This is an optimization exercise on Yosys and OpenROAD, whose aim is small area, not a production implementation.
In this exercise RTL edits were held to simulation tests only and were not proved equivalent to the original.
No activity file was given, so power comes from the tool's default toggle rates.

==> design.v <==
module finalproject(clk, rst, rows, LEDs, columns, signalout, ss1, ss2, ss3, ss4, ss5, ss6);
input clk;
input rst;
input [3:0] rows;
output [9:0] LEDs;
output [3:0] columns;
output signalout;
output [6:0] ss1, ss2, ss3, ss4, ss5, ss6;
wire [3:0] tone;
keypadwithtones kwt(.clk(clk), .rst(rst), .rows(rows), .LEDs(LEDs), .columns(columns), .tone(tone));
toneprocessor tp(.clk(clk), .rst(rst), .tone(tone), .signalout(signalout));
rotatingdisplay rd(.clk(clk), .rst(rst), .ss1(ss1), .ss2(ss2), .ss3(ss3), .ss4(ss4), .ss5(ss5), .ss6(ss6));
endmodule
module keypadwithtones(clk, rst, rows, LEDs, columns, tone);
input clk;
input rst;
input [3:0] rows;
output reg [9:0] LEDs;
output [3:0] columns;
output reg [3:0] tone;    
localparam SA = 3'd0, WB = 3'd1, SB = 3'd2, CK2 = 3'd3, WC = 3'd4, SC = 3'd5, CK4 = 3'd6;
reg [2:0] st;
reg [12:0] c;
reg [15:0] button;
reg m;
wire sa = (st == SA), wb = (st == WB), sb = (st == SB), ck2 = (st == CK2);
wire wc = (st == WC), sc = (st == SC), ck4 = (st == CK4);
wire scan = sa | sb | sc;
assign columns[0] = scan & c[0];
assign columns[1] = ~(scan & c[0] & ~c[1]);
assign columns[2] = ~(scan & c[1] & ~c[2]);
assign columns[3] = ~(scan & c[2]);
wire scan_end = scan & c[2];
wire wb_end = wb & c[0] & ~c[1] & c[6] & ~c[8] & c[9] & ~c[11] & ~c[12];
wire wc_end = wc & ~c[0] & c[1] & c[2] & c[3] & c[4] & ~c[5] & c[6] & ~c[7] & ~c[8] & ~c[9] & ~c[11];
wire [12:0] c_step = {c[11:0], ~(c[12] ^ c[11] ^ c[9] ^ c[8])};
wire c_clr = rst | scan_end | wb_end | wc_end | ck2 | ck4;
wire [3:0] val = ~rows;
wire eq = (val == button[11:8]);
wire [15:0] b = {button[11:0], button[15:12]};
wire [3:0] k1, k0;
assign k1[0] = b[0] | b[2] | b[5] | b[8] | b[10] | b[11] | b[13] | b[15];
assign k0[0] = b[1] | b[3] | b[4] | b[6] | b[7] | b[9] | b[12] | b[14];
assign k1[1] = b[2] | b[3] | b[4] | b[8] | b[9] | b[11] | b[12] | b[13];
assign k0[1] = b[0] | b[1] | b[5] | b[6] | b[7] | b[10] | b[14] | b[15];
assign k1[2] = b[1] | b[2] | b[3] | b[5] | b[9] | b[11] | b[14] | b[15];
assign k0[2] = b[0] | b[4] | b[6] | b[7] | b[8] | b[10] | b[12] | b[13];
assign k1[3] = b[3] | b[6] | b[10] | b[11] | b[12] | b[13] | b[14] | b[15];
assign k0[3] = b[0] | b[1] | b[2] | b[4] | b[5] | b[7] | b[8] | b[9];
wire nz = k1[0] | k0[0];
wire multi = |(k1 & k0);
wire take = ck2 & ~m & ~multi;
wire [3:0] addk = take ? k1 : 4'd0;
always @(posedge clk) begin
  if (rst) begin
    LEDs <= 10'd0;
    tone <= 4'd0;
  end else begin
    LEDs <= LEDs + addk;
    if (take & nz) tone <= k1;
    else if (ck4 & ~nz) tone <= 4'd0;
  end
end
always @(posedge clk) begin
  if (rst) st <= SA;
  else case (st)
    SA:  if (scan_end) st <= WB;
    WB:  if (wb_end) st <= SB;
    SB:  if (scan_end) st <= CK2;
    CK2: st <= (nz & ~m) ? WC : SA;
    WC:  if (wc_end) st <= SC;
    SC:  if (scan_end) st <= CK4;
    CK4: st <= nz ? WC : SA;
    default: ;
  endcase
end
always @(posedge clk) begin
  c <= c_clr ? 13'd0 : c_step;
  button <= {button[11:0], (sa | sc) ? val : button[15:12]};
  m <= (m & ~sa) | (sb & ~eq);
end
endmodule
module toneprocessor(clk, rst, tone, signalout);
input clk;
input rst;
input [3:0] tone;
output reg signalout;
reg [16:0] mc;
reg [1:0] region;
localparam [16*17-1:0] LTAB = {17'd11943, 17'd12650, 17'd14203, 17'd15942, 17'd17895, 17'd18959, 17'd21281, 17'd23888, 17'd25389, 17'd28408, 17'd31887, 17'd35802, 17'd37920, 17'd42564, 17'd47754, 17'd1135};
localparam [16*17-1:0] HTAB = {17'd23888, 17'd25302, 17'd28408, 17'd31886, 17'd35792, 17'd37920, 17'd42563, 17'd47777, 17'd50618, 17'd56817, 17'd63775, 17'd71605, 17'd75841, 17'd85130, 17'd95509, 17'd2271};
wire [16:0] lm1 = LTAB[tone*17 +: 17];
wire [16:0] hm1 = HTAB[tone*17 +: 17];
function lt17;
  input [16:0] x, y;
  integer i;
  reg cy;
  begin
    cy = 1'b0;
    for (i = 0; i < 17; i = i + 1)
      cy = (~x[i] & y[i]) | (~x[i] & cy) | (y[i] & cy);
    lt17 = cy;
  end
endfunction
wire a = lt17(mc, lm1);    
wire b = lt17(mc, hm1);    
always @(posedge clk) begin
  if (rst) begin
    signalout <= 1'b0;
    mc <= 17'd0;
    region <= 2'd0;
  end else begin
    case (region)
    2'd0: begin
      mc <= mc + 1'b1;
      if (a) signalout <= 1'b0; else region <= 2'd1;
    end
    2'd1: begin
      mc <= mc + 1'b1;
      if (!a && b) signalout <= 1'b1; else region <= 2'd2;
    end
    2'd2: begin
      if (!b) begin signalout <= 1'b0; mc <= 17'd0; end
      else begin region <= 2'd0; mc <= mc + 1'b1; end
    end
    default: ;
    endcase
  end
end
endmodule
module rotatingdisplay(clk, rst, ss1, ss2, ss3, ss4, ss5, ss6);
input clk;
input rst;
output [6:0] ss1, ss2, ss3, ss4, ss5, ss6;
reg [15:0] counter;
reg [3:0] idx;    
reg full;         
wire step = counter[0] & counter[1] & counter[2] & ~counter[3] & ~counter[4] & ~counter[5] & ~counter[6] & counter[7]
          & ~counter[8] & ~counter[9] & ~counter[11] & counter[12] & ~counter[14] & counter[15];
always @(posedge clk) begin
  counter <= (rst | step) ? 16'd0 : {counter[14:0], ~(counter[15] ^ counter[14] ^ counter[12] ^ counter[3])};
  if (rst) begin
    idx <= 4'd0;
    full <= 1'b0;
  end else if (step) begin
    idx <= idx + 1'b1;
    if (idx == 4'd5) full <= 1'b1;
  end
end
function [6:0] text;
  input [3:0] p;
  case (p)
  4'd0:  text = 7'b0010000;  
  4'd1:  text = 7'b0000110;  
  4'd2:  text = 7'b1001110;  
  4'd3:  text = 7'b1001110;  
  4'd4:  text = 7'b1111001;  
  4'd5:  text = 7'b0001110;  
  4'd6:  text = 7'b1000000;  
  4'd7:  text = 7'b0001001;  
  4'd8:  text = 7'b0001110;  
  4'd9:  text = 7'b0001000;  
  4'd10: text = 7'b1000111;  
  4'd11: text = 7'b1000111;  
  4'd12: text = 7'b0100100;  
  4'd13: text = 7'b1000000;  
  4'd14: text = 7'b0100100;  
  default: text = 7'b1000000;  
  endcase
endfunction
assign ss1 = (!full && idx < 4'd1) ? 7'h7F : text(idx - 4'd1);
assign ss2 = (!full && idx < 4'd2) ? 7'h7F : text(idx - 4'd2);
assign ss3 = (!full && idx < 4'd3) ? 7'h7F : text(idx - 4'd3);
assign ss4 = (!full && idx < 4'd4) ? 7'h7F : text(idx - 4'd4);
assign ss5 = (!full && idx < 4'd5) ? 7'h7F : text(idx - 4'd5);
assign ss6 = (!full && idx < 4'd6) ? 7'h7F : text(idx - 4'd6);
endmodule
==> flow/run.sh <==
#!/bin/bash
# Layout flow: the standard synthesis, then the combinational logic between
# the flip-flops is re-mapped for area with ABC (flip-flops untouched), then
# the standard layout from floorplan to finish on the re-mapped netlist.
set -euo pipefail
HERE=$(pwd)
FLOWDIR=$HERE/flow
PLAT=${FLOW_PLATFORM:-sky130hd}
LIB=$FLOW_HOME/platforms/$PLAT/lib/sky130_fd_sc_hd__tt_025C_1v80.lib
RES=$HERE/orfs/results/$PLAT/finalproject/base
YOSYS=$(command -v yosys || echo "$FLOW_HOME/../tools/install/yosys/bin/yosys")

# Port buffers: the smallest buffer cell.
export BUFFER_PORTS_ARGS="-buffer_cell sky130_fd_sc_hd__buf_1"

export CTS_ARGS="-sink_clustering_enable -repair_clock_nets -dont_use_dummy_load"

# 1. standard synthesis
bash standard.sh synth > "$HERE/log_1_synth.txt" 2>&1

# 2. re-map the logic
cp "$RES/1_2_yosys.v" "$HERE/std_1_2_yosys.v"
python3 "$FLOWDIR/mkcells.py" "$LIB" "$HERE/cells_comb.v" > "$HERE/log_2_mkcells.txt" 2>&1
DONTUSE=""
for c in $(grep -o 'cell *( *"\?sky130_fd_sc_hd__\(lpflow_[a-z0-9_]*\|probec\?_p_8\)' "$LIB" | sed 's/.*sky130/sky130/' | sort -u); do
  DONTUSE="$DONTUSE -dont_use $c"
done
sed -e "s#LIBFILE#$LIB#g" -e "s#CELLFILE#$HERE/cells_comb.v#" -e "s#INFILE#$HERE/std_1_2_yosys.v#" \
    -e "s#TOPNAME#$FLOW_TOP#" -e "s#DONTUSE#$DONTUSE#" -e "s#ABCSCRIPT#$FLOWDIR/area.abc#" \
    -e "s#STATFILE#$HERE/resyn_stat.txt#" -e "s#OUTFILE#$HERE/resyn.v#" "$FLOWDIR/resyn.ys" > "$HERE/resyn_run.ys"
"$YOSYS" -l "$HERE/log_2_resyn.txt" -q "$HERE/resyn_run.ys" > /dev/null 2>&1
cp "$HERE/resyn.v" "$RES/1_2_yosys.v"
touch "$RES/1_2_yosys.v"

# 3. standard layout on the re-mapped netlist (1_synth.odb is rebuilt from it)
bash standard.sh > "$HERE/log_3_layout.txt" 2>&1
==> flow/area.abc <==
strash
&get -n
&deepsyn -T 20
&put
dch -f
map -a
==> flow/mkcells.py <==
import re
import sys
t=open(sys.argv[1]).read()
out=[]
for m in re.finditer(r'\n\s*cell\s*\(\s*"?(\w+)"?\s*\)\s*\{', t):
    name=m.group(1)
    start=m.end(); depth=1; i=start
    while depth:
        if t[i]=='{': depth+=1
        elif t[i]=='}': depth-=1
        i+=1
    body=t[start:i]
    if re.search(r'\b(ff|latch|statetable)\s*\(', body): continue
    pins=[]; funcs={}
    for pm in re.finditer(r'\n\s*pin\s*\(\s*"?(\w+)"?\s*\)\s*\{', body):
        pn=pm.group(1); s=pm.end(); d=1; j=s
        while d:
            if body[j]=='{': d+=1
            elif body[j]=='}': d-=1
            j+=1
        pb=body[s:j]
        dirm=re.search(r'direction\s*:\s*"?(\w+)"?',pb)
        # only top-level attributes: strip nested groups
        top=re.sub(r'\{[^{}]*\}','',pb)
        while re.search(r'\{[^{}]*\}',top): top=re.sub(r'\{[^{}]*\}','',top)
        fm=re.search(r'\bfunction\s*:\s*"([^"]*)"',top)
        pins.append((pn,dirm.group(1) if dirm else None))
        if fm: funcs[pn]=fm.group(1)
    outs=[p for p,d in pins if d=='output']
    if not outs or any(o not in funcs for o in outs): continue
    ins=[p for p,d in pins if d=='input']
    v=f"module {name}({', '.join(ins+outs)});\n"
    for p in ins: v+=f"  input {p};\n"
    for p in outs:
        f=funcs[p].replace('!','~')
        f=re.sub(r'\)\s*\(', ')&(', f)
        f=re.sub(r'(\w)\s+(\w)', r'\1&\2', f)
        f=re.sub(r'(\w)\s+(\w)', r'\1&\2', f)
        v+=f"  output {p};\n  assign {p} = {f};\n"
    v+="endmodule\n"
    out.append(v)
open(sys.argv[2],'w').write("".join(out))
==> flow/resyn.ys <==
# Re-map the combinational logic of the standard synthesis netlist for area.
# The flip-flops stay exactly as standard synthesis made them (same instances,
# names and cell types); only the logic between them is re-synthesized.
read_liberty -lib LIBFILE
read_verilog -overwrite CELLFILE
read_verilog INFILE
hierarchy -top TOPNAME
flatten
rename -hide w:_*_.*
techmap
opt -purge
abc -liberty LIBFILE DONTUSE -script ABCSCRIPT
opt_clean -purge
hilomap -singleton -hicell sky130_fd_sc_hd__conb_1 HI -locell sky130_fd_sc_hd__conb_1 LO
insbuf -buf sky130_fd_sc_hd__buf_4 A X
splitnets
opt_clean -purge
check
tee -o STATFILE stat -liberty LIBFILE
write_verilog -noattr -noexpr -nohex -nodec OUTFILE
==> standard.sh <==
#!/bin/bash
# synth_recipe.tcl (not shown) runs the flow's synth.tcl, then flattens the netlist and writes it again
# the make line also repeats each setting of config.mk as NAME=value (left out here)
make -C /OpenROAD-flow-scripts/flow DESIGN_CONFIG=/design/flow/config.mk WORK_HOME=/design/flow/orfs CLKGATE_MAP_FILE= SYNTH_SCRIPT=/design/flow/synth_recipe.tcl "${@:-finish}"
==> config.mk <==
export PLATFORM = sky130hd
export DESIGN_NAME = finalproject
export DESIGN_NICKNAME = finalproject
export VERILOG_FILES = /design/flow/design.v
export SDC_FILE = /design/flow/constraint.sdc
export NUM_CORES = 4
export LEC_CHECK = 0
export CAP_MARGIN = 20
export CORE_MARGIN = 2
export CORE_UTILIZATION = 40
export SLEW_MARGIN = 20
==> constraint.sdc <==
create_clock -name core_clock -period 10.0 [get_ports {clk}]
set_input_delay 2.0000 -clock core_clock [delete_from_list [all_inputs] [get_ports {clk}]]
set_output_delay 2.0000 -clock core_clock [all_outputs]
set_load 0.01 [all_outputs]
==> qor.log, run 1 <==
[cts] clock latency at the later pin of the worst-skew pair 0.38 ns
[drt] detailed-router iteration count before antenna repair 5
[finish] number of antenna cells inserted 0
[finish] Layout area overhead 12.4%
[power] maximum vdd ir drop 135 uV
[floorplan] die height 109 um
[setup_path] worst path required time 8.00 ns
[cts] Gates resized, CTS repair 0
[cts] clock root buffer master sky130_fd_sc_hd__clkbuf_8
[drt] routed wire length per instance 12.6 um
[sta] post-route clock period utilization 0.470
[global_route] total routing usage reported by global routing 0.197
[logic_synthesis] Cells after Synth 674
[global_route] antenna violations before repair 0
[floorplan] standard cell core area 0.0108 mm^2
[global_route] overflow left after global routing 0
[floorplan] area enclosed by the die boundary 0.0118 mm^2
[setup_path] critical path class reg -> out
[floorplan] initial core utilization 0.407
[finish] final net count 754
[sta] Final min period 4.70 ns
[cts] cts-stage hold buffer count 0
[logic_synthesis] warnings from Yosys 3
[sta] final setup violation count 0
[cts] clock-pin slew on the worst setup and hold paths 0.08 ns
[run] number of max-cap violations 0
[sta] f_max 213 MHz
[sta] unrepaired setup endpoints after global routing no
[logic_synthesis] Post-Syn Area per Cell 6.51 um^2
[setup_path] critical-path cell list clkinv_1 -> nor2_1 -> nor2_1 -> o32ai_1 -> nand2_1 -> nand3_1 -> o21bai_1 -> buf_1
[status] status timing/DRC/antenna clean
[logic_synthesis] net count of the mapped netlist 680
[placed_design] estimated wirelength of the detail-placed design 8.62 mm
[floorplan] number of I/O pins 63
[sta] worst hold-check slack 0.376 ns
[power] final total power 0.581 mW
[cts] buffer count from post-CTS setup fixing 0
[cts] TritonCTS Buffers 9
[setup_path] type of element launching the critical path register
[sta] pin slew with the least headroom to its limit 0.760 ns
[placed_design] routability-driven placement congestion ratio 0.955
[setup_path] highest cell delay on the worst timing path 0.53 ns
[placed_design] count of input and output buffers 62
[drt] Starting DRT DRC Count 348
[cts] maximum root-to-sink buffer count 2
[power] static power due to leakage 1.73 nW
[finish] most common cell after layout, fill and taps aside sky130_fd_sc_hd__nor2_1
[drt] vias per cell 5.09
[sta] worst slew margin relative to its limit 0.494
[setup_path] data arrival time of the critical path 2.70 ns
[sta] count of endpoints failing hold in the final timing report 0
[drt] DRT antenna net count 0
[floorplan] floorplan die width 109 um
[sta] final count of pins violating max slew 0
[sta] Clock Skew 0.0354 ns
[global_route] first-pass GRT wire length 18.5 mm
[worst_hold_path] worst min-delay path category reg -> reg
[setup_path] Worst path slowest cell sky130_fd_sc_hd__dfxtp_1
[drt] via count 4513
[power] power density of the placed cells 118 mW/mm^2
[drt] DRC violation count after routing 0
[setup_path] crit path capture type primary output
[cts] number of H-tree levels 3
[setup_path] highest net fanout along the worst path 11
[logic_synthesis] Syn Std Cell Area 0.00439 mm^2
[finish] commonest cells after routing, fill and taps aside sky130_fd_sc_hd__nor2_1, sky130_fd_sc_hd__clkinv_1, sky130_fd_sc_hd__nand2_1
[sta] Setup TNS Final 0 ns
[cts] count of clock tree sinks 88
[drt] routed wire length 11.1 mm
[cts] CTS tree yes
[global_route] pin count of the biggest net entering global routing 24
[floorplan] number of rows created at floorplan 38
[finish] fraction of layout cells with a size suffix above 1 0.0174
[global_route] number of global-route vias before repair 4131
[setup_path] CP most frequent cell sky130_fd_sc_hd__nor2_1
==> where the power goes <==
| group | switching, mW | leakage, nW | internal (mW) |
|---|---|---|---|
| registers | 0.00872 | 0.717 | 0.360 |
| logic | 0.0148 | 0.947 | 0.00779 |
| clock network | 0.109 | 0.0647 | 0.0805 |
| total | 0.132 | 1.73 | 0.448 |
==> through the flow <==
step / util / area [um^2] / worst slack, ns / instances
floorplan: - / 4390 / 6.11 / 674
global placement: 0.445 / 4800 / 5.64 / 877
detailed placement: 0.446 / 4810 / 5.68 / 877
CTS: 0.457 / 4930 / 5.27 / 886
global route: 0.457 / 4930 / 5.00 / 886
finish: 0.457 / 4930 / 5.30 / 886
==> final cells by class <==
type | instances | area [um^2]
Fill cell | 1150 | 5860
Multi-Input combinational cell | 461 | 2160
Sequential cell | 88 | 1760
Inverter | 125 | 469
Timing Repair Buffer | 63 | 240
Tap cell | 140 | 175
Clock buffer | 9 | 124
==> flip-flops by register name, summed over array words and instances (netlist names), 2 cells and up <==
| name | count |
|---|---|
| tp.mc | 17 |
| rd.counter | 16 |
| kwt.button | 16 |
| tp.region | 2 |
| kwt.LEDs | 10 |
| rd.idx | 4 |
| kwt.tone | 4 |
| kwt.c | 13 |
| kwt.st | 3 |
==> worst paths after layout <==
| path | startpoint | slack (ns) | depth (start not counted) | end |
|---|---|---|---|---|
| min reg2reg | kwt.button[6] | 0.38 | 0 | kwt.button[10] |
| max reg2reg | kwt.tone[2] | 5.81 | 20 | tp.signalout |
| min | kwt.button[6] | 0.38 | 0 | kwt.button[10] |
| max | rd.idx[0] | 5.30 | 8 | ss6[2] |
==> critical path, delay by kind of cell (launching register included) <==
family | cells | cell delay, ns
simple gates | 4 | 0.74
buf+inv | 2 | 0.55
flops | 1 | 0.53
compound gates | 2 | 0.51
==> layer usage <==
layer  part of all wire  global-route usage
met1               0.47               0.252
met2               0.45               0.313
met3              0.050              0.0400
met4              0.028               0.101
met5                  0                   0
==> run 2: changes to the inputs <==
--- a/config.mk
+++ b/config.mk
@@ -7,5 +7,6 @@
 export LEC_CHECK = 0
 export CAP_MARGIN = 20
 export CORE_MARGIN = 2
-export CORE_UTILIZATION = 40
+export CORE_UTILIZATION = 70
+export PLACE_DENSITY = 0.8
 export SLEW_MARGIN = 20
==> run 2 against run 1 <==
Clock-buffer cell count did not move. Sequential cell count did not move. Sequential share of layout area rose by 0.57 points. Synthesized cell count unchanged. Critical endpoint unchanged. Largest power group unchanged.
==> qor.log, run 2 <==
[finish] final-layout fill cell count 414 [-64%]
[sta] pin slew with the least headroom to its limit 0.757 ns [-0.00218 ns]
[placed_design] routability-driven placement congestion ratio 1.05 [+9.9%]
[logic_synthesis] Cells after Synth 674 [unchanged]
[sta] count of endpoints failing hold in the final timing report 0 [unchanged]
[sta] unrepaired setup endpoints after global routing no
[cts] TritonCTS Buffers 9 [unchanged]
[finish] register with the most flip-flops tp.mc
[cts] buffer count from post-CTS setup fixing 0 [unchanged]
[sta] final count of pins violating max slew 0 [unchanged]
[sta] f_max 225 MHz [+5.6%]
[global_route] total routing usage reported by global routing 0.326 [+0.130]
[floorplan] number of I/O pins 63 [unchanged]
[logic_synthesis] Post-Syn Area per Cell 6.51 um^2 [unchanged]
[power] power density of the placed cells 120 mW/mm^2 [+1.9%]
[floorplan] area enclosed by the die boundary 0.00692 mm^2 [-41%]
[sta] Clock Skew 0.0250 ns [-0.0104 ns]
[drt] routed wire length per instance 13.8 um [+10%]
[floorplan] initial core utilization 0.733 [+0.326]
[global_route] first-pass GRT wire length 19.1 mm [+2.9%]
[finish] sequential cell area in the final layout 0.00176 mm^2 [unchanged]
[cts] number of H-tree levels 3 [unchanged]
[sta] worst slew margin relative to its limit 0.490 [-0.00314]
[drt] via count 4816 [+6.7%]
[finish] fraction of layout cells with a size suffix above 1 0.0174 [-0.0000233]
[logic_synthesis] warnings from Yosys 3 [unchanged]
[finish] largest registers tp.mc: 17 flops, kwt.button: 16 flops, rd.counter: 16 flops
[drt] Starting DRT DRC Count 425 [+22%]
[finish] combined area of the multi-input logic cells 0.00216 mm^2 [-0.17%]
[finish] Finished Core Util 0.810 [+0.353]
[setup_path] critical path class reg -> out
[power] static power due to leakage 1.73 nW [+0.21%]
[setup_path] endpoint of the worst-slack reg-to-reg timing path tp.signalout
[finish] Layout area overhead 10.6%
[sta] final setup violation count 0 [unchanged]
[floorplan] floorplan die width 83.2 um [-24%]
[setup_path] worst path required time 8.00 ns [about the same]
[worst_hold_path] beginning of the worst hold path kwt.button[7]
[setup_path] data arrival time of the critical path 2.45 ns [-0.25 ns]
[global_route] number of global-route vias before repair 4381 [+6.1%]
[cts] CTS tree yes
[floorplan] standard cell core area 0.00599 mm^2 [-44%]
[finish] commonest cells after routing, fill and taps aside sky130_fd_sc_hd__nor2_1, sky130_fd_sc_hd__clkinv_1, sky130_fd_sc_hd__nand2_1
[placed_design] estimated wirelength of the detail-placed design 8.45 mm [-2.0%]
[setup_path] type of element launching the critical path register
[cts] cts-stage hold buffer count 0 [unchanged]
[finish] final net count 755 [+0.13%]
[drt] DRT antenna net count 0 [unchanged]
[logic_synthesis] net count of the mapped netlist 680 [unchanged]
[setup_path] highest net fanout along the worst path 11 [unchanged]
[setup_path] length in cells of the worst reg-to-reg path 21 [+5.0%]
[cts] maximum root-to-sink buffer count 2 [unchanged]
[finish] max reg flops 17 [unchanged]
[global_route] pin count of the biggest net entering global routing 24 [unchanged]
[drt] detailed-router iteration count before antenna repair 5 [unchanged]
[worst_hold_path] worst min-delay path category reg -> reg
[setup_path] worst setup slack for register-to-register paths 5.87 ns [+0.06 ns]
[power] final total power 0.582 mW [+0.28%]
[sta] Final min period 4.45 ns [-0.250 ns]
[run] number of max-cap violations 0 [unchanged]
[setup_path] critical register-to-register path startpoint kwt.tone[2]
[worst_hold_path] number of cells on the worst hold path 0 [unchanged]
[floorplan] die height 83.2 um [-24%]
[cts] clock root buffer master sky130_fd_sc_hd__clkbuf_8
[power] maximum vdd ir drop 168 uV [+24%]
[finish] most common cell after layout, fill and taps aside sky130_fd_sc_hd__nor2_1
[floorplan] number of rows created at floorplan 28 [-26%]
[cts] count of clock tree sinks 88 [unchanged]
[cts] clock latency at the later pin of the worst-skew pair 0.35 ns [-0.03 ns]
[global_route] overflow left after global routing 0 [unchanged]
[global_route] antenna violations before repair 0 [unchanged]
[drt] vias per cell 5.86 [+15%]
[worst_hold_path] worst hold path endpoint kwt.button[11]
[drt] DRC violation count after routing 0 [unchanged]
[placed_design] count of input and output buffers 62 [unchanged]
[sta] post-route clock period utilization 0.445 [-0.0250]
[status] status timing/DRC/antenna clean
[logic_synthesis] Syn Std Cell Area 0.00439 mm^2 [unchanged]
[cts] Gates resized, CTS repair 0 [unchanged]
[setup_path] crit path capture type primary output
[drt] routed wire length 11.4 mm [+2.2%]
[finish] number of antenna cells inserted 0 [unchanged]
[sta] Setup TNS Final 0 ns [unchanged]
[cts] clock-pin slew on the worst setup and hold paths 0.07 ns [about the same]
run 2: worst max-delay path by stage:
stage,cells past startpoint,end,slack [ns],startpoint
floorplan,20,tp.signalout,6.11,kwt.tone[2]
global placement,9,ss6[2],6.03,rd.idx[1]
detailed placement,9,ss6[2],5.97,rd.idx[1]
CTS,9,ss6[2],5.61,rd.idx[1]
global route,11,ss2[0],5.29,rd.idx[1]
finish,8,ss6[2],5.55,rd.idx[0]
run 2: power by group:
part / internal [mW] / switching (mW) / leakage, nW
clock: 0.0808 / 0.109 / 0.0647
combinational: 0.00801 / 0.0159 / 0.951
sequential: 0.360 / 0.00893 / 0.717
total: 0.449 / 0.134 / 1.73
run 2: per-layer routing:
layer  GRT usage  share of wire  vias up
met5           0              0        -
met2       0.555           0.46      251
met3      0.0636          0.080       36
li1            -              -     2356
met1       0.415           0.43     2173
met4       0.112          0.024        0
run 2: final cells by class:
class	count	share of cell area
tap	75	0.0193
clock buffer	9	0.0255
timing repair buffer	64	0.0510
inverter	125	0.0966
sequential	88	0.363
multi-input combinational	461	0.445
run 2: per-stage QoR:
stage | hold slack, ns | instances | cell area (um^2) | setup WS (ns)
after floorplan | 0.350 | 674 | 4390 | 6.11
after global placement | 0.357 | 813 | 4730 | 6.03
after detailed placement | 0.361 | 813 | 4730 | 5.97
after CTS | 0.371 | 822 | 4850 | 5.61
after global routing | 0.376 | 822 | 4850 | 5.29
final | 0.374 | 822 | 4850 | 5.55
run 2: worst max-delay path: stages (launching register included):
cell	delay (ns)
sky130_fd_sc_hd__dfxtp_1	0.48
sky130_fd_sc_hd__clkinv_1	0.33
sky130_fd_sc_hd__nor2_1	0.34
sky130_fd_sc_hd__nor2_1	0.11
sky130_fd_sc_hd__o32ai_1	0.33
sky130_fd_sc_hd__nand2_1	0.13
sky130_fd_sc_hd__nand3_1	0.12
sky130_fd_sc_hd__o21bai_1	0.11
sky130_fd_sc_hd__buf_1	0.16
==> run 3: changes to the inputs <==
--- a/design.v
+++ b/design.v
@@ -87,23 +87,26 @@
 output reg signalout;
 reg [16:0] mc;
 reg [1:0] region;
-localparam [16*17-1:0] LTAB = {17'd11943, 17'd12650, 17'd14203, 17'd15942, 17'd17895, 17'd18959, 17'd21281, 17'd23888, 17'd25389, 17'd28408, 17'd31887, 17'd35802, 17'd37920, 17'd42564, 17'd47754, 17'd1135};
-localparam [16*17-1:0] HTAB = {17'd23888, 17'd25302, 17'd28408, 17'd31886, 17'd35792, 17'd37920, 17'd42563, 17'd47777, 17'd50618, 17'd56817, 17'd63775, 17'd71605, 17'd75841, 17'd85130, 17'd95509, 17'd2271};
-wire [16:0] lm1 = LTAB[tone*17 +: 17];
-wire [16:0] hm1 = HTAB[tone*17 +: 17];
-function lt17;
-  input [16:0] x, y;
+localparam [255:0] LM1 = {16'd11943, 16'd12650, 16'd14203, 16'd15942, 16'd17895, 16'd18959, 16'd21281, 16'd23888, 16'd25389, 16'd28408, 16'd31887, 16'd35802, 16'd37920, 16'd42564, 16'd47754, 16'd1135};
+localparam [255:0] HB = {16'd11943, 16'd12650, 16'd14203, 16'd15942, 16'd17895, 16'd18959, 16'd21281, 16'd23888, 16'd25308, 16'd28408, 16'd31887, 16'd35802, 16'd37920, 16'd42564, 16'd47754, 16'd1135};
+localparam [15:0] DT = 16'hfc84;
+wire [15:0] lm1 = LM1[tone*16 +: 16];
+wire [15:0] hb = HB[tone*16 +: 16];
+wire d = DT[tone];
+function ltc;
+  input [15:0] x, y;
+  input cin;
   integer i;
   reg cy;
   begin
-    cy = 1'b0;
-    for (i = 0; i < 17; i = i + 1)
+    cy = cin;
+    for (i = 0; i < 16; i = i + 1)
       cy = (~x[i] & y[i]) | (~x[i] & cy) | (y[i] & cy);
-    lt17 = cy;
+    ltc = cy;
   end
 endfunction
-wire a = lt17(mc, lm1);    
-wire b = lt17(mc, hm1);    
+wire a = ~mc[16] & ltc(mc[15:0], lm1, 1'b0);    
+wire b = ltc(mc[16:1], hb, d | ~mc[0]);         
 always @(posedge clk) begin
   if (rst) begin
     signalout <= 1'b0;
==> flow/run.sh (replaced) <==
#!/bin/bash
# Layout flow: the standard synthesis, then the combinational logic between
# the flip-flops is re-mapped for area with ABC (flip-flops untouched: same
# instances, names and cell types), then the standard layout from
# floorplan to finish on the re-mapped netlist.
set -euo pipefail
HERE=$(pwd)
FLOWDIR=$HERE/flow
PLAT=${FLOW_PLATFORM:-sky130hd}
LIB=$FLOW_HOME/platforms/$PLAT/lib/sky130_fd_sc_hd__tt_025C_1v80.lib
RES=$HERE/orfs/results/$PLAT/finalproject/base
YOSYS=$(command -v yosys || echo "$FLOW_HOME/../tools/install/yosys/bin/yosys")

# Port buffers: the smallest buffer cell.
export BUFFER_PORTS_ARGS="-buffer_cell sky130_fd_sc_hd__buf_1"
# Clock tree without dummy load cells.
export CTS_ARGS="-repair_clock_nets -dont_use_dummy_load"

# 1. standard synthesis
bash standard.sh synth > "$HERE/log_1_synth.txt" 2>&1

# 2. re-map the logic: several ABC runs (random seeds of &deepsyn), keep the smallest
cp "$RES/1_2_yosys.v" "$HERE/std_1_2_yosys.v"
python3 "$FLOWDIR/mkcells.py" "$LIB" "$HERE/cells_comb.v" > "$HERE/log_2_mkcells.txt" 2>&1
DONTUSE=""
for c in $(grep -o 'cell *( *"\?sky130_fd_sc_hd__\(lpflow_[a-z0-9_]*\|probec\?_p_8\)' "$LIB" | sed 's/.*sky130/sky130/' | sort -u); do
  DONTUSE="$DONTUSE -dont_use $c"
done
run_one() {
  local s=$1 d=$HERE/resyn_$1
  mkdir -p "$d"
  sed -e "s/SEED/$s/" "$FLOWDIR/area.abc" > "$d/area.abc"
  sed -e "s#LIBFILE#$LIB#g" -e "s#CELLFILE#$HERE/cells_comb.v#" -e "s#INFILE#$HERE/std_1_2_yosys.v#" \
      -e "s#TOPNAME#$FLOW_TOP#" -e "s#DONTUSE#$DONTUSE#" -e "s#ABCSCRIPT#$d/area.abc#" \
      -e "s#STATFILE#$d/stat.txt#" -e "s#OUTFILE#$d/resyn.v#" "$FLOWDIR/resyn.ys" > "$d/resyn.ys"
  "$YOSYS" -l "$d/log.txt" -q "$d/resyn.ys" > /dev/null 2>&1 || true
}
SEEDS="0 1 2 3 4 5 6 7"
for s in $SEEDS; do
  run_one $s &
  while [ "$(jobs -r | wc -l)" -ge "${NUM_CORES:-4}" ]; do sleep 1; done
done
wait
BEST=""; BESTA=""
for s in $SEEDS; do
  f=$HERE/resyn_$s/stat.txt
  [ -f "$f" ] && [ -f "$HERE/resyn_$s/resyn.v" ] || continue
  a=$(grep "Chip area for module" "$f" | awk '{print $NF}')
  echo "seed $s area $a" >> "$HERE/log_2_resyn_summary.txt"
  if [ -z "$BEST" ] || awk "BEGIN{exit !($a < $BESTA)}"; then BEST=$s; BESTA=$a; fi
done
echo "chosen seed $BEST area $BESTA" >> "$HERE/log_2_resyn_summary.txt"
if [ -n "$BEST" ]; then
  cp "$HERE/resyn_$BEST/resyn.v" "$RES/1_2_yosys.v"
  touch "$RES/1_2_yosys.v"
fi

# 3. standard layout on the re-mapped netlist (1_synth.odb is rebuilt from it)
bash standard.sh > "$HERE/log_3_layout.txt" 2>&1
==> flow/area.abc (replaced) <==
strash
&get -n
&deepsyn -T 20 -S SEED
&put
dch -f
amap
--- a/config.mk
+++ b/config.mk
@@ -7,6 +7,5 @@
 export LEC_CHECK = 0
 export CAP_MARGIN = 20
 export CORE_MARGIN = 2
-export CORE_UTILIZATION = 70
-export PLACE_DENSITY = 0.8
+export CORE_UTILIZATION = 40
 export SLEW_MARGIN = 20
==> run 3 against run 2 <==
Non-clock buffer count shrank 1. Sequential cell count stayed put. Power up 5.7%. Clock skew decreased by 0.0014 ns. Maximum frequency decreased by 14%. Global-route usage fell by 13 points. First-iteration DRC count is 47% lower. Die area up 67%. Final area fell by 0.85%. Synthesized cell count shrank 11%. Critical path type unchanged. Largest cell class unchanged.
==> qor.log, run 3 <==
[worst_hold_path] worst hold path endpoint kwt.button[8]
[finish] final net count 679 [-10%]
[floorplan] standard cell core area 0.0104 mm^2 [+73%]
[global_route] antenna violations before repair 0 [unchanged]
[power] Internal Dissipation 0.459 mW [+2.4%]
[power] power share of the sequential group 0.603 [-0.031]
[finish] fraction of layout cells with a size suffix above 1 0.0149 [-0.00250]
[power] static power due to leakage 1.61 nW [-6.9%]
[setup_path] Worst path slowest cell sky130_fd_sc_hd__dfxtp_1
[cts] clock latency at the later pin of the worst-skew pair 0.35 ns [about the same]
[sta] count of endpoints failing hold in the final timing report 0 [unchanged]
[run] number of max-cap violations 0 [unchanged]
[logic_synthesis] net count of the mapped netlist 605 [-11%]
[floorplan] initial core utilization 0.413 [-0.320]
[cts] clock-pin slew on the worst setup and hold paths 0.09 ns [+0.02 ns]
[setup_path] data arrival time of the critical path 3.15 ns [+0.70 ns]
[power] power density of the placed cells 128 mW/mm^2 [+6.6%]
[logic_synthesis] Syn Std Cell Area 0.00428 mm^2 [-2.5%]
[placed_design] estimated wirelength of the detail-placed design 8.42 mm [-0.26%]
[cts] CTS tree yes
[sta] worst slew margin relative to its limit 0.354 [-0.136]
[global_route] number of global-route vias before repair 4047 [-7.6%]
[cts] TritonCTS Buffers 9 [unchanged]
[finish] most common cell after layout, fill and taps aside sky130_fd_sc_hd__nor2_1
[cts] clock root buffer master sky130_fd_sc_hd__clkbuf_8
[floorplan] floorplan die width 107 um [+29%]
[worst_hold_path] number of cells on the worst hold path 0 [unchanged]
[finish] max reg flops 17 [unchanged]
[sta] Setup TNS Final 0 ns [unchanged]
[cts] buffer count from post-CTS setup fixing 0 [unchanged]
[drt] Starting DRT DRC Count 224 [-47%]
[setup_path] endpoint of the worst-slack reg-to-reg timing path tp.mc[14]
[finish] Layout area overhead 12.5%
[power] maximum vdd ir drop 90.2 uV [-46%]
[cts] Gates resized, CTS repair 0 [unchanged]
[sta] post-route clock period utilization 0.515 [+0.0698]
[setup_path] worst path required time 8.00 ns [about the same]
[global_route] total routing usage reported by global routing 0.199 [-0.127]
[setup_path] highest cell delay on the worst timing path 0.65 ns [+0.17 ns]
[finish] final-layout fill cell count 1094 [+160%]
[sta] Final min period 5.15 ns [+0.698 ns]
[cts] count of clock tree sinks 88 [unchanged]
[sta] unrepaired setup endpoints after global routing no
[sta] pin slew with the least headroom to its limit 0.961 ns [+0.204 ns]
[finish] combined area of the multi-input logic cells 0.00225 mm^2 [+4.3%]
[finish] commonest cells after routing, fill and taps aside sky130_fd_sc_hd__nor2_1, sky130_fd_sc_hd__dfxtp_1, sky130_fd_sc_hd__clkinv_1
[placed_design] routability-driven placement congestion ratio 0.973 [-7.3%]
[power] power spent charging and discharging nets 0.156 mW [+17%]
[finish] sequential cell area in the final layout 0.00176 mm^2 [unchanged]
[logic_synthesis] warnings from Yosys 3 [unchanged]
[power] clock group share of total power 0.308 [-0.017]
[placed_design] setup slack after placement 5.24 ns [-0.733 ns]
[global_route] first-pass GRT wire length 18.7 mm [-1.8%]
[finish] Finished Core Util 0.464 [-0.346]
[setup_path] critical-path cell list clkinv_1 -> nor2_1 -> clkinv_1 -> a211oi_1 -> nor2_1 -> a2111oi_0 -> nor2b_1 -> a21o_1 -> buf_1
[global_route] pin count of the biggest net entering global routing 26 [+8.3%]
[cts] number of H-tree levels 3 [unchanged]
[drt] detailed-router iteration count before antenna repair 7 [+2]
[setup_path] critical path class reg -> out
[global_route] overflow left after global routing 0 [unchanged]
[logic_synthesis] Cells after Synth 599 [-11%]
[setup_path] length in cells of the worst reg-to-reg path 21 [unchanged]
[sta] Clock Skew 0.0236 ns [-0.00136 ns]
[floorplan] area enclosed by the die boundary 0.0115 mm^2 [+67%]
[setup_path] type of element launching the critical path register
[logic_synthesis] Post-Syn Area per Cell 7.14 um^2 [+9.7%]
[drt] DRT antenna net count 0 [unchanged]
[setup_path] worst setup slack for register-to-register paths 5.24 ns [-0.63 ns]
[drt] via count 4435 [-7.9%]
[sta] final count of pins violating max slew 0 [unchanged]
[drt] vias per cell 5.50 [-6.2%]
[worst_hold_path] beginning of the worst hold path kwt.button[4]
[sta] final setup violation count 0 [unchanged]
[drt] routed wire length per instance 13.8 um [-0.53%]
[floorplan] die height 107 um [+29%]
[sta] f_max 194 MHz [-14%]
[finish] number of antenna cells inserted 0 [unchanged]
[drt] routed wire length 11.1 mm [-2.3%]
[setup_path] crit path capture type primary output
[cts] maximum root-to-sink buffer count 2 [unchanged]
[power] Logic pwr share 0.090 [+0.049]
[power] final total power 0.615 mW [+5.7%]
[worst_hold_path] worst min-delay path category reg -> reg
[power] switching part of the total power 0.253 [+0.0241]
[setup_path] highest net fanout along the worst path 13 [+2]
[drt] DRC violation count after routing 0 [unchanged]
[sta] setup slack of the critical path after layout 4.85 ns [-0.698 ns]
[status] status timing/DRC/antenna clean
[floorplan] number of I/O pins 63 [unchanged]
[cts] cts-stage hold buffer count 0 [unchanged]
[floorplan] number of rows created at floorplan 37 [+32%]
[finish] register with the most flip-flops tp.mc
[placed_design] count of input and output buffers 62 [unchanged]
[setup_path] critical register-to-register path startpoint kwt.tone[2]
[finish] largest registers tp.mc: 17 flops, kwt.button: 16 flops, rd.counter: 16 flops
## run 3: how the worst max path moves through the flow
stage                           start   endpoint
after floorplan             rd.idx[0]     ss1[5]
after global placement      rd.idx[0]     ss1[5]
after detailed placement  kwt.tone[2]  tp.mc[14]
after CTS                   rd.idx[0]     ss1[5]
after global routing      kwt.tone[2]  tp.mc[14]
final                       rd.idx[0]     ss1[5]
## run 3: critical path: cells and delay by family (launching register included)
family                 cells  cell delay, ns
and+or+nand+nor            3            0.55
buffers and inverters      3            0.70
DFF                        1            0.65
AOI/OAI and AO/OA          3            0.91
## run 3: power groups by stage
| stage | clock [mW] | combinational [mW] | sequential [mW] |
|---|---|---|---|
| 2_1_floorplan | 0 | 0.0366 | 0.376 |
| 3_3_place_gp | 0 | 0.0556 | 0.379 |
| 3_5_place_dp | 0 | 0.0552 | 0.379 |
| 4_1_cts | 0.198 | 0.0554 | 0.371 |
| 5_1_grt | 0.214 | 0.0620 | 0.372 |
| 6_report | 0.189 | 0.0553 | 0.371 |
## run 3: final cells by class
type / count / share of cell area
clock buffers: 9 / 0.0257
inverters: 71 / 0.0554
multi-input cells: 440 / 0.468
flip-flops and latches: 88 / 0.366
well taps: 136 / 0.0354
repair buffers: 63 / 0.0499
## run 3: metrics by stage
step	hold WS, ns	instance area, um^2	std cells
6_report	0.350	4810	807
5_1_grt	0.358	4810	807
4_1_cts	0.346	4810	807
3_5_place_dp	0.357	4690	798
3_3_place_gp	0.361	4690	798
2_1_floorplan	0.350	4280	599
## run 3: per-layer routing
metal	wire (um)	up-vias	GRT usage
li1	-	2256	-
met1	5260	2015	0.258
met2	5000	140	0.325
met3	646	24	0.0424
met4	192	0	0.0751
met5	0	-	0
==> run 4: changes to the inputs <==
--- a/flow/run.sh
+++ b/flow/run.sh
@@ -14,7 +14,7 @@
 # Port buffers: the smallest buffer cell.
 export BUFFER_PORTS_ARGS="-buffer_cell sky130_fd_sc_hd__buf_1"
 # Clock tree without dummy load cells.
-export CTS_ARGS="-repair_clock_nets -dont_use_dummy_load"
+export CTS_ARGS="-sink_clustering_enable -repair_clock_nets -dont_use_dummy_load -buf_list sky130_fd_sc_hd__clkbuf_16"
 
 # 1. standard synthesis
 bash standard.sh synth > "$HERE/log_1_synth.txt" 2>&1
==> run 4 against run 3 <==
Largest cell class unchanged. Cell count is the same. Via count fell by 0.43%. Critical path type unchanged. Highest routed layer unchanged. Synthesized cell count unchanged. Still clean on timing, DRC and antenna. Largest power group unchanged.
==> qor.log, run 4 <==
[sta] count of endpoints failing hold in the final timing report 0 [unchanged]
[power] power share of the sequential group 0.529 [-0.074]
[logic_synthesis] net count of the mapped netlist 605 [unchanged]
[finish] final net count 679 [unchanged]
[setup_path] worst path required time 8.00 ns [about the same]
[floorplan] number of I/O pins 63 [unchanged]
[floorplan] floorplan die width 107 um [unchanged]
[logic_synthesis] Cells after Synth 599 [unchanged]
[setup_path] length in cells of the worst reg-to-reg path 21 [unchanged]
[cts] maximum root-to-sink buffer count 2 [unchanged]
[cts] clock root buffer master sky130_fd_sc_hd__clkbuf_16
[global_route] number of global-route vias before repair 4062 [+0.37%]
[power] Internal Dissipation 0.537 mW [+17%]
[finish] fraction of layout cells with a size suffix above 1 0.0149 [unchanged]
[worst_hold_path] number of cells on the worst hold path 0 [unchanged]
[finish] number of antenna cells inserted 0 [unchanged]
[power] clock group share of total power 0.393 [+0.085]
[drt] detailed-router iteration count before antenna repair 6 [-1]
[power] power density of the placed cells 143 mW/mm^2 [+12%]
[setup_path] critical register-to-register path startpoint kwt.tone[2]
[setup_path] Worst path slowest cell sky130_fd_sc_hd__dfxtp_1
[finish] Layout area overhead 14.9%
[power] static power due to leakage 1.66 nW [+2.9%]
[finish] largest registers tp.mc: 17 flops, kwt.button: 16 flops, rd.counter: 16 flops
[setup_path] count of buffer and inverter cells on the critical path 3 [unchanged]
[sta] pin slew with the least headroom to its limit 0.954 ns [-0.00784 ns]
[sta] Final min period 5.14 ns [-0.00931 ns]
[finish] most common cell after layout, fill and taps aside sky130_fd_sc_hd__nor2_1
[sta] final count of pins violating max slew 0 [unchanged]
[setup_path] type of element launching the critical path register
[floorplan] number of rows created at floorplan 37 [unchanged]
[finish] register with the most flip-flops tp.mc
[setup_path] worst setup slack for register-to-register paths 5.26 ns [+0.02 ns]
[setup_path] kind of cell adding the most delay to the critical path compound AO/OA/AOI/OAI gates
[sta] worst slew margin relative to its limit 0.359 [+0.00527]
[setup_path] data arrival time of the critical path 3.14 ns [about the same]
[power] Logic pwr share 0.079 [-0.011]
[drt] DRT antenna net count 0 [unchanged]
[global_route] first-pass GRT wire length 18.7 mm [-0.19%]
[sta] Clock Skew 0.0188 ns [-0.00484 ns]
[power] switching part of the total power 0.235 [-0.0185]
[drt] vias per cell 5.47 [-0.43%]
[placed_design] estimated wirelength of the detail-placed design 8.42 mm [unchanged]
[drt] routed wire length 11.1 mm [+0.41%]
[cts] clock latency at the later pin of the worst-skew pair 0.34 ns [about the same]
[logic_synthesis] Post-Syn Area per Cell 7.14 um^2 [unchanged]
[cts] Gates resized, CTS repair 0 [unchanged]
[global_route] total routing usage reported by global routing 0.199 [-0.000511]
[status] status timing/DRC/antenna clean
[placed_design] total placed cells including tap cells 798 [unchanged]
[worst_hold_path] worst min-delay path category reg -> reg
[setup_path] crit path capture type primary output
[setup_path] highest net fanout along the worst path 13 [unchanged]
[finish] Final Non-Filler Cells 807 [unchanged]
[cts] cts-stage hold buffer count 0 [unchanged]
[worst_hold_path] worst hold path endpoint kwt.button[8]
[cts] clock-pin slew on the worst setup and hold paths 0.07 ns [-0.02 ns]
[power] power spent charging and discharging nets 0.165 mW [+5.8%]
[setup_path] highest cell delay on the worst timing path 0.64 ns [about the same]
[placed_design] count of input and output buffers 62 [unchanged]
[drt] DRC violation count after routing 0 [unchanged]
[cts] buffer count from post-CTS setup fixing 0 [unchanged]
[global_route] antenna violations before repair 0 [unchanged]
[setup_path] critical-path cell list clkinv_1 -> nor2_1 -> clkinv_1 -> a211oi_1 -> nor2_1 -> a2111oi_0 -> nor2b_1 -> a21o_1 -> buf_1
[worst_hold_path] beginning of the worst hold path kwt.button[4]
[placed_design] routability-driven placement congestion ratio 0.973 [unchanged]
[cts] TritonCTS Buffers 9 [unchanged]
[finish] max reg flops 17 [unchanged]
[sta] worst hold-check slack 0.354 ns [+0.00367 ns]
[finish] commonest cells after routing, fill and taps aside sky130_fd_sc_hd__nor2_1, sky130_fd_sc_hd__dfxtp_1, sky130_fd_sc_hd__clkinv_1
[setup_path] critical path class reg -> out
[sta] final setup violation count 0 [unchanged]
[global_route] overflow left after global routing 0 [unchanged]
[run] number of max-cap violations 0 [unchanged]
[finish] final-layout fill cell count 1083 [-1.0%]
[global_route] pin count of the biggest net entering global routing 26 [unchanged]
[floorplan] standard cell core area 0.0104 mm^2 [unchanged]
[floorplan] die height 107 um [unchanged]
[power] maximum vdd ir drop 107 uV [+18%]
[floorplan] area enclosed by the die boundary 0.0115 mm^2 [unchanged]
[cts] count of clock tree sinks 88 [unchanged]
[drt] routed wire length per instance 13.8 um [+0.41%]
[finish] Finished Core Util 0.474 [+0.00977]
[floorplan] initial core utilization 0.413 [unchanged]
[sta] Setup TNS Final 0 ns [unchanged]
[logic_synthesis] warnings from Yosys 3 [unchanged]
[cts] CTS tree yes
[sta] f_max 195 MHz [+0.18%]
[setup_path] endpoint of the worst-slack reg-to-reg timing path tp.mc[14]
[sta] post-route clock period utilization 0.514 [-0.000931]
[sta] unrepaired setup endpoints after global routing no
[cts] number of H-tree levels 3 [unchanged]
[drt] via count 4416 [-0.43%]
[drt] Starting DRT DRC Count 205 [-8.5%]
[logic_synthesis] Syn Std Cell Area 0.00428 mm^2 [unchanged]
## run 4: final cells by class
| class | count | area [um^2] | share of cell area |
|---|---|---|---|
| multi-input combinational | 440 | 2250 | 0.458 |
| sequential | 88 | 1760 | 0.358 |
| timing repair buffer | 63 | 240 | 0.0489 |
| inverter | 71 | 267 | 0.0542 |
| tap | 136 | 170 | 0.0346 |
| clock buffer | 9 | 225 | 0.0458 |
## run 4: worst max-delay path by stage
stage,startpoint,end,slack [ns],cells after the start
final,rd.idx[0],ss1[5],4.86,9
after global routing,kwt.tone[2],tp.mc[14],4.51,21
after CTS,rd.idx[0],ss1[5],4.87,9
after detailed placement,kwt.tone[2],tp.mc[14],5.24,21
after global placement,rd.idx[0],ss1[5],5.20,9
after floorplan,rd.idx[0],ss1[5],5.48,8
## run 4: metal layers
metal | GRT usage | wire length, um | share of wire | vias to the layer above
li1 | - | - | - | 2264
met1 | 0.256 | 5240 | 0.47 | 1994
met2 | 0.327 | 5120 | 0.46 | 140
met3 | 0.0406 | 646 | 0.058 | 18
met4 | 0.0751 | 145 | 0.013 | 0
met5 | 0 | 0 | 0 | -
## run 4: metrics by stage
| step | setup WS (ns) | cell area [um^2] | total power [mW] |
|---|---|---|---|
| after floorplan | 5.48 | 4280 | 0.412 |
| after global placement | 5.20 | 4690 | 0.434 |
| after detailed placement | 5.24 | 4690 | 0.434 |
| after CTS | 4.87 | 4910 | 0.712 |
| after global routing | 4.51 | 4910 | 0.734 |
| final | 4.86 | 4910 | 0.702 |
## run 4: power groups by stage
stage | Sequential (mW) | Combinational (mW) | Clock (mW)
2_1_floorplan | 0.376 | 0.0366 | 0
3_3_place_gp | 0.379 | 0.0556 | 0
3_5_place_dp | 0.379 | 0.0552 | 0
4_1_cts | 0.371 | 0.0554 | 0.285
5_1_grt | 0.372 | 0.0620 | 0.300
6_report | 0.371 | 0.0553 | 0.276
==> run 5: changes to the inputs <==
--- a/flow/run.sh
+++ b/flow/run.sh
@@ -14,7 +14,7 @@
 # Port buffers: the smallest buffer cell.
 export BUFFER_PORTS_ARGS="-buffer_cell sky130_fd_sc_hd__buf_1"
 # Clock tree without dummy load cells.
-export CTS_ARGS="-sink_clustering_enable -repair_clock_nets -dont_use_dummy_load -buf_list sky130_fd_sc_hd__clkbuf_16"
+export CTS_ARGS="-sink_clustering_enable -repair_clock_nets -dont_use_dummy_load"
 
 # 1. standard synthesis
 bash standard.sh synth > "$HERE/log_1_synth.txt" 2>&1
==> run 5 against run 4 <==
Combinational power barely moved. First-iteration DRC count increased by 9.3%. Global-route usage increased by 0.051 points. Clock-buffer cell count unchanged. Sequential share of layout area is 0.75 points higher. Worst setup slack lost 0.0093 ns. Final area decreased by 2.1%. Die area is the same. Hold slack lost 0.0037 ns. Largest power group unchanged. Highest routed layer unchanged.
==> qor.log, run 5 <==
[global_route] first-pass GRT wire length 18.7 mm [+0.19%]
[drt] Starting DRT DRC Count 224 [+9.3%]
[setup_path] Worst path slowest cell sky130_fd_sc_hd__dfxtp_1
[setup_path] critical-path cell list clkinv_1 -> nor2_1 -> clkinv_1 -> a211oi_1 -> nor2_1 -> a2111oi_0 -> nor2b_1 -> a21o_1 -> buf_1
[drt] DRT antenna net count 0 [unchanged]
[setup_path] highest net fanout along the worst path 13 [unchanged]
[sta] Final min period 5.15 ns [+0.00931 ns]
[sta] setup slack of the critical path after layout 4.85 ns [-0.00931 ns]
[setup_path] crit path capture type primary output
[finish] combined area of the multi-input logic cells 0.00225 mm^2 [unchanged]
[worst_hold_path] worst min-delay path category reg -> reg
[cts] TritonCTS Buffers 9 [unchanged]
[setup_path] critical register-to-register path startpoint kwt.tone[2]
[drt] detailed-router iteration count before antenna repair 7 [+1]
[finish] largest registers tp.mc: 17 flops, kwt.button: 16 flops, rd.counter: 16 flops
[placed_design] routability-driven placement congestion ratio 0.973 [unchanged]
[sta] post-route clock period utilization 0.515 [+0.000931]
[cts] cts-stage hold buffer count 0 [unchanged]
[floorplan] floorplan die width 107 um [unchanged]
[cts] clock root buffer master sky130_fd_sc_hd__clkbuf_8
[worst_hold_path] number of cells on the worst hold path 0 [unchanged]
[global_route] total routing usage reported by global routing 0.199 [+0.000511]
[global_route] overflow left after global routing 0 [unchanged]
[cts] number of H-tree levels 3 [unchanged]
[cts] buffer count from post-CTS setup fixing 0 [unchanged]
[setup_path] worst setup slack for register-to-register paths 5.24 ns [-0.02 ns]
[setup_path] type of element launching the critical path register
[floorplan] standard cell core area 0.0104 mm^2 [unchanged]
[cts] CTS tree yes
[cts] maximum root-to-sink buffer count 2 [unchanged]
[floorplan] area enclosed by the die boundary 0.0115 mm^2 [unchanged]
[worst_hold_path] beginning of the worst hold path kwt.button[4]
[sta] count of endpoints failing hold in the final timing report 0 [unchanged]
[floorplan] die height 107 um [unchanged]
[finish] max reg flops 17 [unchanged]
[global_route] antenna violations before repair 0 [unchanged]
[drt] vias per cell 5.50 [+0.43%]
[cts] clock latency at the later pin of the worst-skew pair 0.35 ns [about the same]
[floorplan] number of I/O pins 63 [unchanged]
[finish] final-layout fill cell count 1094 [+1.0%]
[sta] unrepaired setup endpoints after global routing no
[finish] register with the most flip-flops tp.mc
[sta] worst slew margin relative to its limit 0.354 [-0.00527]
[sta] f_max 194 MHz [-0.18%]
[setup_path] length in cells of the worst reg-to-reg path 21 [unchanged]
[sta] final setup violation count 0 [unchanged]
[drt] DRC violation count after routing 0 [unchanged]
[logic_synthesis] warnings from Yosys 3 [unchanged]
[logic_synthesis] Cells after Synth 599 [unchanged]
[finish] Layout area overhead 12.5%
[finish] commonest cells after routing, fill and taps aside sky130_fd_sc_hd__nor2_1, sky130_fd_sc_hd__dfxtp_1, sky130_fd_sc_hd__clkinv_1
[worst_hold_path] worst hold path endpoint kwt.button[8]
[power] static power due to leakage 1.61 nW [-2.8%]
[setup_path] data arrival time of the critical path 3.15 ns [about the same]
[global_route] number of global-route vias before repair 4047 [-0.37%]
[drt] routed wire length 11.1 mm [-0.41%]
[cts] count of clock tree sinks 88 [unchanged]
[power] power density of the placed cells 128 mW/mm^2 [-11%]
[sta] pin slew with the least headroom to its limit 0.961 ns [+0.00784 ns]
[drt] routed wire length per instance 13.8 um [-0.41%]
[run] number of max-cap violations 0 [unchanged]
[power] maximum vdd ir drop 90.2 uV [-15%]
[placed_design] setup slack after placement 5.24 ns [unchanged]
[placed_design] count of input and output buffers 62 [unchanged]
[finish] sequential cell area in the final layout 0.00176 mm^2 [unchanged]
[sta] final count of pins violating max slew 0 [unchanged]
[finish] fraction of layout cells with a size suffix above 1 0.0149 [unchanged]
[setup_path] endpoint of the worst-slack reg-to-reg timing path tp.mc[14]
[finish] number of antenna cells inserted 0 [unchanged]
[global_route] pin count of the biggest net entering global routing 26 [unchanged]
[logic_synthesis] Syn Std Cell Area 0.00428 mm^2 [unchanged]
[sta] Clock Skew 0.0236 ns [+0.00484 ns]
[cts] clock-pin slew on the worst setup and hold paths 0.09 ns [+0.02 ns]
[finish] final net count 679 [unchanged]
[finish] most common cell after layout, fill and taps aside sky130_fd_sc_hd__nor2_1
[setup_path] kind of cell adding the most delay to the critical path compound AO/OA/AOI/OAI gates
[placed_design] estimated wirelength of the detail-placed design 8.42 mm [unchanged]
[setup_path] critical path class reg -> out
[cts] Gates resized, CTS repair 0 [unchanged]
[floorplan] number of rows created at floorplan 37 [unchanged]
[setup_path] worst path required time 8.00 ns [about the same]
[logic_synthesis] net count of the mapped netlist 605 [unchanged]
[sta] worst hold-check slack 0.350 ns [-0.00367 ns]
[drt] via count 4435 [+0.43%]
[setup_path] highest cell delay on the worst timing path 0.65 ns [about the same]
[sta] Setup TNS Final 0 ns [unchanged]
[floorplan] initial core utilization 0.413 [unchanged]
[status] status timing/DRC/antenna clean
[setup_path] count of buffer and inverter cells on the critical path 3 [unchanged]
[logic_synthesis] Post-Syn Area per Cell 7.14 um^2 [unchanged]
-- run 5: cell types whose count changed in the layout (fill, tap and decap cells not counted) --
cell / before / now
sky130_fd_sc_hd__clkbuf_8: 0 / 9
sky130_fd_sc_hd__clkbuf_16: 9 / 0
-- run 5: worst max path at each step --
stage                startpoint   endpoint  depth (start not counted)
finish                rd.idx[0]     ss1[5]                          9
global route        kwt.tone[2]  tp.mc[14]                         21
CTS                   rd.idx[0]     ss1[5]                          9
detailed placement  kwt.tone[2]  tp.mc[14]                         21
global placement      rd.idx[0]     ss1[5]                          9
floorplan             rd.idx[0]     ss1[5]                          8
-- run 5: power breakdown --
group / internal [mW] / switching [mW]
registers: 0.361 / 0.00976
logic: 0.0176 / 0.0376
clock network: 0.0807 / 0.109
total: 0.459 / 0.156
-- run 5: area by class of cell --
type,instances,share of cell area
multi-input cells,440,0.468
flip-flops and latches,88,0.366
inverters,71,0.0554
repair buffers,63,0.0499
well taps,136,0.0354
clock buffers,9,0.0257
-- run 5: worst reg2reg max path: cells and delay by family, from the launching register on --
| family | cells | cell delay (ns) |
|---|---|---|
| flops | 1 | 0.37 |
| buf+inv | 5 | 1.08 |
| compound gates | 11 | 2.21 |
| simple gates | 5 | 0.99 |
-- run 5: through the flow --
stage | util | instances | power, mW | instance area (um^2)
5_1_grt | 0.464 | 807 | 0.648 | 4810
6_report | 0.464 | 807 | 0.615 | 4810
2_1_floorplan | - | 599 | 0.412 | 4280
3_5_place_dp | 0.452 | 798 | 0.434 | 4690
4_1_cts | 0.464 | 807 | 0.624 | 4810
3_3_place_gp | 0.452 | 798 | 0.434 | 4690
-- run 5: per-layer routing --
layer,track usage,part of all wire,vias to the layer above
met5,0,0,-
met4,0.0751,0.017,0
met3,0.0424,0.058,24
met2,0.325,0.45,140
met1,0.258,0.47,2015
li1,-,-,2256

what the ideal ports hide:
Ports are ideal in the flow. The routed layouts listed here were re-timed in OpenROAD.
Step 1: set_driving_cell puts a clkbuf_16 on clk and a buf_2 on each other input, an assumption about the parent block.
Step 2 adds t to the input delays and takes it off the output delays; t is the mean of the earliest and latest rising clock arrival at the registers after step 1. Input paths then give back, and output paths get back, about the clock's delay inside the block.
Slacks: no drivers / after step 1 / after step 2; pairs: no drivers / after step 1.
run	t, ns	setup slack, ns	worst slew at a driven data input, ns	pins driven straight from the clock port
run 1	0.396	5.298 / 5.265 / 5.661	0.03	1
run 2	0.368	5.548 / 5.519 / 5.865	0.03	1
run 3	0.377	4.850 / 4.817 / 5.193	0.03	1
run 4	0.363	4.859 / 4.823 / 5.186	0.03	1
run 5	0.377	4.850 / 4.817 / 5.193	0.03	1
After both steps every run listed still meets setup and hold.
